This design comes from an exercise in tuning for small area on the open sky130 flow, not from production work. RTL that was checked went through simulation tests only; none was proved equivalent to the original.

== job 101 ==
## top_servo
module top_servo(
	input logic clk,
	input logic rst_n,
	input logic [11:0] target_pos,
	input logic [11:0] measured_pos,
	input logic [11:0] measured_current,
	output logic pwm_out,
	output logic [17:0] duty,
	output logic current_high
);
export LEC_CHECK = 0
export CAP_MARGIN = 20
export CORE_MARGIN = 2
export CORE_UTILIZATION = 40
export SLEW_MARGIN = 20
export SYNTH_HIERARCHICAL = 1
create_clock -name core_clock -period 20.0 [get_ports {clk}]
standard.sh (not shown) runs the stock make flow with config.mk's settings and CLKGATE_MAP_FILE= SYNTH_SCRIPT=/design/flow/synth_recipe.tcl, a recipe that flattens the netlist after the stock synthesis.
==> flow/flow/run.sh <==
#!/bin/bash
# Standard ORFS layout (standard.sh, unchanged synthesis) with these changes:
#  - port buffers are buf_1 cells instead of the default pick
#  - clock tree synthesis uses clkbuf_8 and inserts no dummy balancing loads
# make's full output goes to standard.log in the work folder; each ORFS step
# also keeps its own log under orfs/logs/.
set -euo pipefail
export BUFFER_PORTS_ARGS="-buffer_cell sky130_fd_sc_hd__buf_1"
export CTS_ARGS="-sink_clustering_enable -repair_clock_nets -dont_use_dummy_load -buf_list sky130_fd_sc_hd__clkbuf_8"
bash standard.sh > standard.log 2>&1
The inputs of job 102 differ from those of job 101 as listed below.
- changing CORE_UTILIZATION from 40 to 60
--- a/flow/flow/run.sh
+++ b/flow/flow/run.sh
@@ -8,3 +8,3 @@
 export BUFFER_PORTS_ARGS="-buffer_cell sky130_fd_sc_hd__buf_1"
-export CTS_ARGS="-sink_clustering_enable -repair_clock_nets -dont_use_dummy_load -buf_list sky130_fd_sc_hd__clkbuf_8"
+export CTS_ARGS="-sink_clustering_enable -repair_clock_nets -dont_use_dummy_load -buf_list sky130_fd_sc_hd__clkbuf_8 -sink_clustering_size 25 -sink_clustering_max_diameter 60"
 bash standard.sh > standard.log 2>&1
Results
In the flow results for job 102 and job 101, the share of the core filled with cells in the final layout is smaller on job 101.
Share of layout cells above drive strength 1 was lower in the run labelled job 101.
Compared with job 101, job 102 shows a higher non-clock buffer instance count of the final layout.
Summary of job 102 over job 101: standard cell area after detailed placement -1.4%; share of cell area taken by flip-flops and latches has increased.
Between job 102 and job 101, first-iteration DRC count is lower for job 101, job 102 comes in above that.
Taking job 101 as the reference, in job 102 combined global-route utilization of all metal layers went up by 6.4 points; via count of the routed design went up by 52; final non-filler cell area went down by about 1%.
Relative to job 102, the following input files were edited for job 103:
- CORE_UTILIZATION: 60 -> 75
==> flow/flow/run.sh <==
#!/bin/bash
# Standard ORFS layout (standard.sh, unchanged synthesis) with these changes:
#  - port buffers are buf_1 cells instead of the default pick
#  - clock tree synthesis uses clkbuf_4 leaves under a clkbuf_8 root, in
#    clusters of at most 10 sinks, and inserts no dummy balancing loads
# make's full output goes to standard.log in the work folder; each ORFS step
# also keeps its own log under orfs/logs/.
set -euo pipefail
export BUFFER_PORTS_ARGS="-buffer_cell sky130_fd_sc_hd__buf_1"
export CTS_ARGS="-sink_clustering_enable -repair_clock_nets -dont_use_dummy_load -buf_list sky130_fd_sc_hd__clkbuf_4 -root_buf sky130_fd_sc_hd__clkbuf_8 -sink_clustering_size 10"
bash standard.sh > standard.log 2>&1
--- outcome ---
- Job 102 → job 103: via count climbed about 3%, final-layout worst hold slack moved up, relative slew slack down 8.6 points.
- Sort job 102 and job 103 by setup slack after layout desc -> top: job 102
- Job 103 — transition at the pin with the smallest max-transition slack 0.13 ns higher, job 102 as reference
Modified inputs, job 104 compared to job 103
- changing CORE_UTILIZATION from 75 to 60
==> comparison <==
Diff job 103 -> job 104: first-pass GRT wire length shows a reduction of about 6%, wire length lost 9.6%, die area has increased.
Inputs modified between job 104 and job 105:
==> flow/flow/run.sh <==
#!/bin/bash
# Layout flow: the standard ORFS flow (standard.sh) with these changes:
#  - after the standard synthesis, the combinational glue logic (everything
#    but the flip-flops, adder cells and tie cells) is re-mapped by Yosys/ABC
#    with an area-oriented script (flow/remap.ys, flow/remap.abc); registers
#    keep their names and cell types
#  - port buffers are buf_1 cells instead of the default pick
#  - clock tree synthesis uses clkbuf_4 leaves under a clkbuf_8 root, in
#    clusters of at most 10 sinks, and inserts no dummy balancing loads
# Logs in the work folder: synth.log (standard synthesis), remap.log (the
# re-mapping), standard.log (the rest of the flow); each ORFS step also keeps
# its own log under orfs/logs/.
set -euo pipefail
export BUFFER_PORTS_ARGS="-buffer_cell sky130_fd_sc_hd__buf_1"
export CTS_ARGS="-sink_clustering_enable -repair_clock_nets -dont_use_dummy_load -buf_list sky130_fd_sc_hd__clkbuf_4 -root_buf sky130_fd_sc_hd__clkbuf_8 -sink_clustering_size 10"

R=orfs/results/${FLOW_PLATFORM}/top_servo/base
LIB=${FLOW_HOME}/platforms/${FLOW_PLATFORM}/lib/sky130_fd_sc_hd__tt_025C_1v80.lib
YOSYS=$(command -v yosys || true)
[[ -n "$YOSYS" ]] || YOSYS=${FLOW_HOME}/../tools/install/yosys/bin/yosys

bash standard.sh synth > synth.log 2>&1

cp "$R/1_2_yosys.v" "$R/1_2_yosys_standard.v"
sed -e "s|LIBFILE|$LIB|g" -e "s|INFILE|$R/1_2_yosys_standard.v|" \
    -e "s|OUTFILE|$R/1_2_yosys.v|" -e "s|ABCSCRIPT|$PWD/flow/remap.abc|" \
    flow/remap.ys > remap_run.ys
"$YOSYS" -s remap_run.ys > remap.log 2>&1
rm -f "$R/1_synth.odb" "$R/1_synth.sdc"

bash standard.sh > standard.log 2>&1
==> flow/flow/remap.abc (new file) <==
&get -n
&st
&dch -f
&nf -p -R 1000
&put
topo
==> flow/flow/remap.ys (new file) <==
# Re-map the combinational glue of the standard synthesis netlist with an
# area-oriented ABC script. Flip-flops, adder cells and tie cells stay as they
# are (black boxes), so every register keeps its name and cell type.
# run.sh fills in LIBFILE, INFILE, OUTFILE and ABCSCRIPT.
read_liberty -overwrite -ignore_miss_func LIBFILE
blackbox sky130_fd_sc_hd__fa_* sky130_fd_sc_hd__ha_* sky130_fd_sc_hd__df* sky130_fd_sc_hd__conb_*
read_verilog -overwrite INFILE
hierarchy -top top_servo
flatten -noscopeinfo
rename -hide w:_*_.*
opt_clean -purge
abc -liberty LIBFILE -dont_use *probe* -dont_use *lpflow* -script ABCSCRIPT
read_liberty -lib -overwrite LIBFILE
opt_clean -purge
hilomap -singleton -hicell sky130_fd_sc_hd__conb_1 HI -locell sky130_fd_sc_hd__conb_1 LO
splitnets
opt_clean -purge
insbuf -buf sky130_fd_sc_hd__buf_4 A X
opt_clean -purge
tee -o remap_check.txt check -assert
tee -o remap_stat.txt stat -liberty LIBFILE
write_verilog -noattr -noexpr -nohex -nodec OUTFILE
Notes after the runs:
- Number of multi-input combinational cells in the layout came out lower on job 105 than on job 104.
- Taking job 104 as the reference, in job 105 area of all sequential standard cells ~0 delta; wire length of the first global-routing pass -350 microns; final critical-path share of the clock period has increased.
- Job 104 has higher final layout net count than job 105.
- Job 104 and job 105 ended up with roughly the same global-route total usage across every layer.
- Relative to job 104, job 105 improves cell area.
- The run with more routed wire is job 104, not job 105.
- Job 104 -> job 105: highest clock rate decreased slightly


The RTL this note starts from:
==> flow/design.v <==
module fa (
	input  logic a,
	input  logic b,
	input  logic c,
	output logic s,
	output logic co
);
	assign s  = a ^ b ^ c;
	assign co = (a & b) | (a & c) | (b & c);
endmodule
module ha (
	input  logic a,
	input  logic b,
	output logic s,
	output logic co
);
	assign s  = a ^ b;
	assign co = a & b;
endmodule
module control_pid (
	input  logic        clk,
	input  logic        rst_n,
	input  logic [11:0] gtob_out,         
	input  logic [11:0] position_b_out,   
	output logic [16:0] duty_n            
);
	localparam logic [31:0] ACC0 = 32'hfff9a502;    
	logic [12:0] x1, x2, x3, x4;
	logic [31:0] acc;
	logic [12:0] xin;
	logic [12:0] cx;
	assign xin[0] = gtob_out[0] ^ position_b_out[0];
	assign cx[1]  = gtob_out[0] | ~position_b_out[0];
	for (genvar i = 1; i < 12; i++) begin : g_xin
		fa u (.a(gtob_out[i]), .b(~position_b_out[i]), .c(cx[i]), .s(xin[i]), .co(cx[i+1]));
	end
	assign xin[12] = ~cx[12];
	wire [12:0] x2u = {~x2[12], x2[11:0]};
	wire [12:0] x3u = {~x3[12], x3[11:0]};
	wire [12:0] x4n = {x4[12], ~x4[11:0]};
	logic [13:0] p;
	logic [13:0] cp;
	ha u_p0 (.a(x3u[0]), .b(x4n[0]), .s(p[0]), .co(cp[1]));
	for (genvar i = 1; i < 13; i++) begin : g_p
		fa u (.a(x3u[i]), .b(x4n[i]), .c(cp[i]), .s(p[i]), .co(cp[i+1]));
	end
	assign p[13] = cp[13];
	logic [15:0] r;
	logic [15:0] cr;
	assign r[1:0] = x2u[1:0];
	ha u_r2 (.a(x2u[2]), .b(x2u[0]), .s(r[2]), .co(cr[3]));
	for (genvar i = 3; i < 13; i++) begin : g_r
		fa u (.a(x2u[i]), .b(x2u[i-2]), .c(cr[i]), .s(r[i]), .co(cr[i+1]));
	end
	ha u_r13 (.a(x2u[11]), .b(cr[13]), .s(r[13]), .co(cr[14]));
	ha u_r14 (.a(x2u[12]), .b(cr[14]), .s(r[14]), .co(cr[15]));
	assign r[15] = cr[15];
	logic [16:0] yu;
	logic [16:0] cy;
	assign yu[0] = p[0];
	ha u_y1 (.a(p[1]), .b(r[0]), .s(yu[1]), .co(cy[2]));
	for (genvar i = 2; i < 14; i++) begin : g_y
		fa u (.a(p[i]), .b(r[i-1]), .c(cy[i]), .s(yu[i]), .co(cy[i+1]));
	end
	ha u_y14 (.a(r[13]), .b(cy[14]), .s(yu[14]), .co(cy[15]));
	ha u_y15 (.a(r[14]), .b(cy[15]), .s(yu[15]), .co(cy[16]));
	assign yu[16] = r[15] ^ cy[16];
	logic [18:0] q;
	logic [18:0] cq;
	assign q[1:0] = yu[1:0];
	ha u_q2 (.a(yu[2]), .b(yu[0]), .s(q[2]), .co(cq[3]));
	for (genvar i = 3; i < 17; i++) begin : g_q
		fa u (.a(yu[i]), .b(yu[i-2]), .c(cq[i]), .s(q[i]), .co(cq[i+1]));
	end
	ha u_q17 (.a(yu[15]), .b(cq[17]), .s(q[17]), .co(cq[18]));
	assign q[18] = yu[16] ^ cq[18];
	logic [19:0] ctl;
	logic [20:0] cc;
	assign ctl[0] = acc[0];
	ha u_c1 (.a(acc[1]), .b(q[0]), .s(ctl[1]), .co(cc[2]));
	for (genvar i = 2; i < 20; i++) begin : g_c
		fa u (.a(acc[i]), .b(q[i-1]), .c(cc[i]), .s(ctl[i]), .co(cc[i+1]));
	end
	wire hi_ones = &acc[30:20];
	wire hi_zero = cc[20] ? (hi_ones & acc[31]) : ~|acc[31:20];
	wire neg     = acc[31] ^ (cc[20] & hi_ones);
	wire mid     = hi_zero & ~|ctl[19:17];      
	wire hi = ~neg & (~mid | (ctl[16:0] > 17'd100000));
	wire lo = neg | (mid & (ctl[16:0] < 17'd50000));
	logic [31:0] acc_sum;
	logic [31:0] ca;
	ha u_a0 (.a(acc[0]), .b(x2[0]), .s(acc_sum[0]), .co(ca[1]));
	for (genvar i = 1; i < 31; i++) begin : g_a
		fa u (.a(acc[i]), .b(x2[i < 13 ? i : 12]), .c(ca[i]), .s(acc_sum[i]), .co(ca[i+1]));
	end
	assign acc_sum[31] = acc[31] ^ x2[12] ^ ca[31];
	wire first = duty_n[16] & duty_n[15];
	always_ff @(posedge clk or negedge rst_n) begin
		if (!rst_n) begin
			x1 <= '0;
			x2 <= '0;
			x3 <= '0;
			x4 <= '0;
			acc <= ACC0;
			duty_n <= '1;
		end else begin
			x1 <= xin;
			x2 <= x1;
			x3 <= x2;
			x4 <= x3;
			acc <= acc_sum;
			if (first || lo)
				duty_n <= ~17'd50000;
			else if (hi)
				duty_n <= ~17'd100000;
			else
				duty_n <= ~ctl[16:0];
		end
	end
endmodule
module current_process #(
	parameter [11:0] CURRENT_MAX = 12'd2500,
	parameter [19:0] LFSR_1M = 20'h875ea
)(
	input  logic        clk,
	input  logic        rst_n,
	input  logic [11:0] current_b_out,
	output logic        current_high
);
	localparam logic [19:0] ODD = 20'haaaaa;
	logic [19:0] st;
	wire  [19:0] lfsr = st ^ ODD;
	wire over = current_b_out > CURRENT_MAX;
	wire fb = ~(lfsr[19] ^ lfsr[16]);
	wire [19:0] lfsr_next = over ? {lfsr[18:0], fb} : 20'd0;
	always_ff @(posedge clk or negedge rst_n) begin
		if (!rst_n) begin
			st <= ODD;
			current_high <= 1'b0;
		end else begin
			st <= lfsr_next ^ ODD;
			current_high <= over & (current_high | (lfsr == LFSR_1M));
		end
	end
endmodule
module mux (
	input  logic        current_high,
	input  logic [16:0] duty_n,           
	output logic [17:0] pwm_in
);
	assign pwm_in = {1'b0, ~(duty_n | {17{current_high}})};
endmodule
module pwm (
	input  logic        clk,
	input  logic        rst_n,
	input  logic        current_high,
	input  logic [16:0] duty_n,           
	output logic        pwm_out
);
	logic [19:0] counter;
	logic [19:0] inc;
	logic [20:0] c;
	logic [17:0] b;
	assign inc[0] = ~counter[0];
	assign c[1] = counter[0];
	for (genvar i = 1; i < 20; i++) begin : g_inc
		ha u (.a(counter[i]), .b(c[i]), .s(inc[i]), .co(c[i+1]));
	end
	wire wrap = &{counter[19:16], counter[14], counter[9], c[6]};
	localparam logic [19:0] WRAP_INC = 20'd1000000;
	always_ff @(posedge clk or negedge rst_n) begin
		if (!rst_n)
			counter <= '0;
		else
			counter <= inc & ~({20{wrap}} & WRAP_INC);
	end
	wire [16:0] duty = ~duty_n;
	assign b[0] = 1'b0;
	for (genvar i = 0; i < 17; i++) begin : g_cmp
		assign b[i+1] = (~counter[i] & duty[i]) | (~counter[i] & b[i]) | (duty[i] & b[i]);
	end
	assign pwm_out = ~current_high & ~|counter[19:17] & b[17];
endmodule
module top_servo(
	input logic clk,
	input logic rst_n,
	input logic [11:0] target_pos,        
	input logic [11:0] measured_pos,      
	input logic [11:0] measured_current,  
	output logic pwm_out,
	output logic [17:0] duty,             
	output logic current_high             
);
	logic [16:0] duty_n;
	control_pid pid_top(
		.clk(clk),
		.rst_n(rst_n),
		.gtob_out(target_pos),
		.position_b_out(measured_pos),
		.duty_n(duty_n)
	);
	mux mux_top(
		.current_high(current_high),
		.duty_n(duty_n),
		.pwm_in(duty)
	);
	pwm pwm_top(
		.clk(clk),
		.rst_n(rst_n),
		.current_high(current_high),
		.duty_n(duty_n),
		.pwm_out(pwm_out)
	);
	current_process current_process_top(
		.clk(clk),
		.rst_n(rst_n),
		.current_b_out(measured_current),
		.current_high(current_high)
	);
endmodule
==> flow/config.mk <==
export PLATFORM = sky130hd
export DESIGN_NAME = top_servo
export DESIGN_NICKNAME = top_servo
export VERILOG_FILES = /design/flow/design.v
export SDC_FILE = /design/flow/constraint.sdc
export NUM_CORES = 4
export LEC_CHECK = 0
export CAP_MARGIN = 20
export CORE_MARGIN = 2
export CORE_UTILIZATION = 40
export SLEW_MARGIN = 20
export SYNTH_HIERARCHICAL = 1
==> flow/constraint.sdc <==
create_clock -name core_clock -period 20.0 [get_ports {clk}]
set_input_delay 4.0000 -clock core_clock [delete_from_list [all_inputs] [get_ports {clk}]]
set_output_delay 4.0000 -clock core_clock [all_outputs]
set_load 0.01 [all_outputs]
==> flow/flow/run.sh <==
#!/bin/bash
set -euo pipefail
export BUFFER_PORTS_ARGS="-buffer_cell sky130_fd_sc_hd__buf_1"
export CTS_ARGS="-sink_clustering_enable -repair_clock_nets -dont_use_dummy_load -buf_list sky130_fd_sc_hd__clkbuf_8"
bash standard.sh > standard.log 2>&1
The first run finished clean.
Then changed:
==> flow/flow/run.sh (replaced) <==
#!/bin/bash
set -euo pipefail
export BUFFER_PORTS_ARGS="-buffer_cell sky130_fd_sc_hd__buf_1"
export CTS_ARGS="-sink_clustering_enable -repair_clock_nets -dont_use_dummy_load -buf_list sky130_fd_sc_hd__clkbuf_4 -root_buf sky130_fd_sc_hd__clkbuf_8 -sink_clustering_size 10"
bash standard.sh > standard.log 2>&1
Outcome: First-iteration DRC count is unchanged; global-route usage stays flat.
No run of this note included a check of the RTL's function; only the layout flow was run.

what the ideal ports hide:
In the flow no input, the clock included, has a driving cell. The finished layouts below were timed again as built, in two steps.
Step 1, drivers: a clkbuf_16 drives clk and a buf_2 each remaining input, both assumed.
Step 2 also shifts input and output timing later by t, the mid clock arrival at the registers, as if the neighbouring blocks saw the same clock.
Slacks: ideal / step 1 / step 2; pairs: ideal / step 1.
run | t, ns | setup slack, ns | clock arrival spread, ns
job 101 | 0.463 | 7.172 / 7.172 / 7.172 | 0.030 / 0.030
job 102 | 0.452 | 7.277 / 7.277 / 7.277 | 0.023 / 0.023
job 103 | 0.424 | 7.027 / 7.027 / 7.027 | 0.045 / 0.045
job 104 | 0.432 | 7.259 / 7.259 / 7.259 | 0.034 / 0.034
job 105 | 0.428 | 7.202 / 7.202 / 7.202 | 0.035 / 0.034
the first run of note 2 | 0.468 | 7.190 / 7.190 / 7.190 | 0.025 / 0.025
the second run of note 2 | 0.443 | 7.188 / 7.188 / 7.188 | 0.036 / 0.036
After both steps every run listed still meets setup and hold.
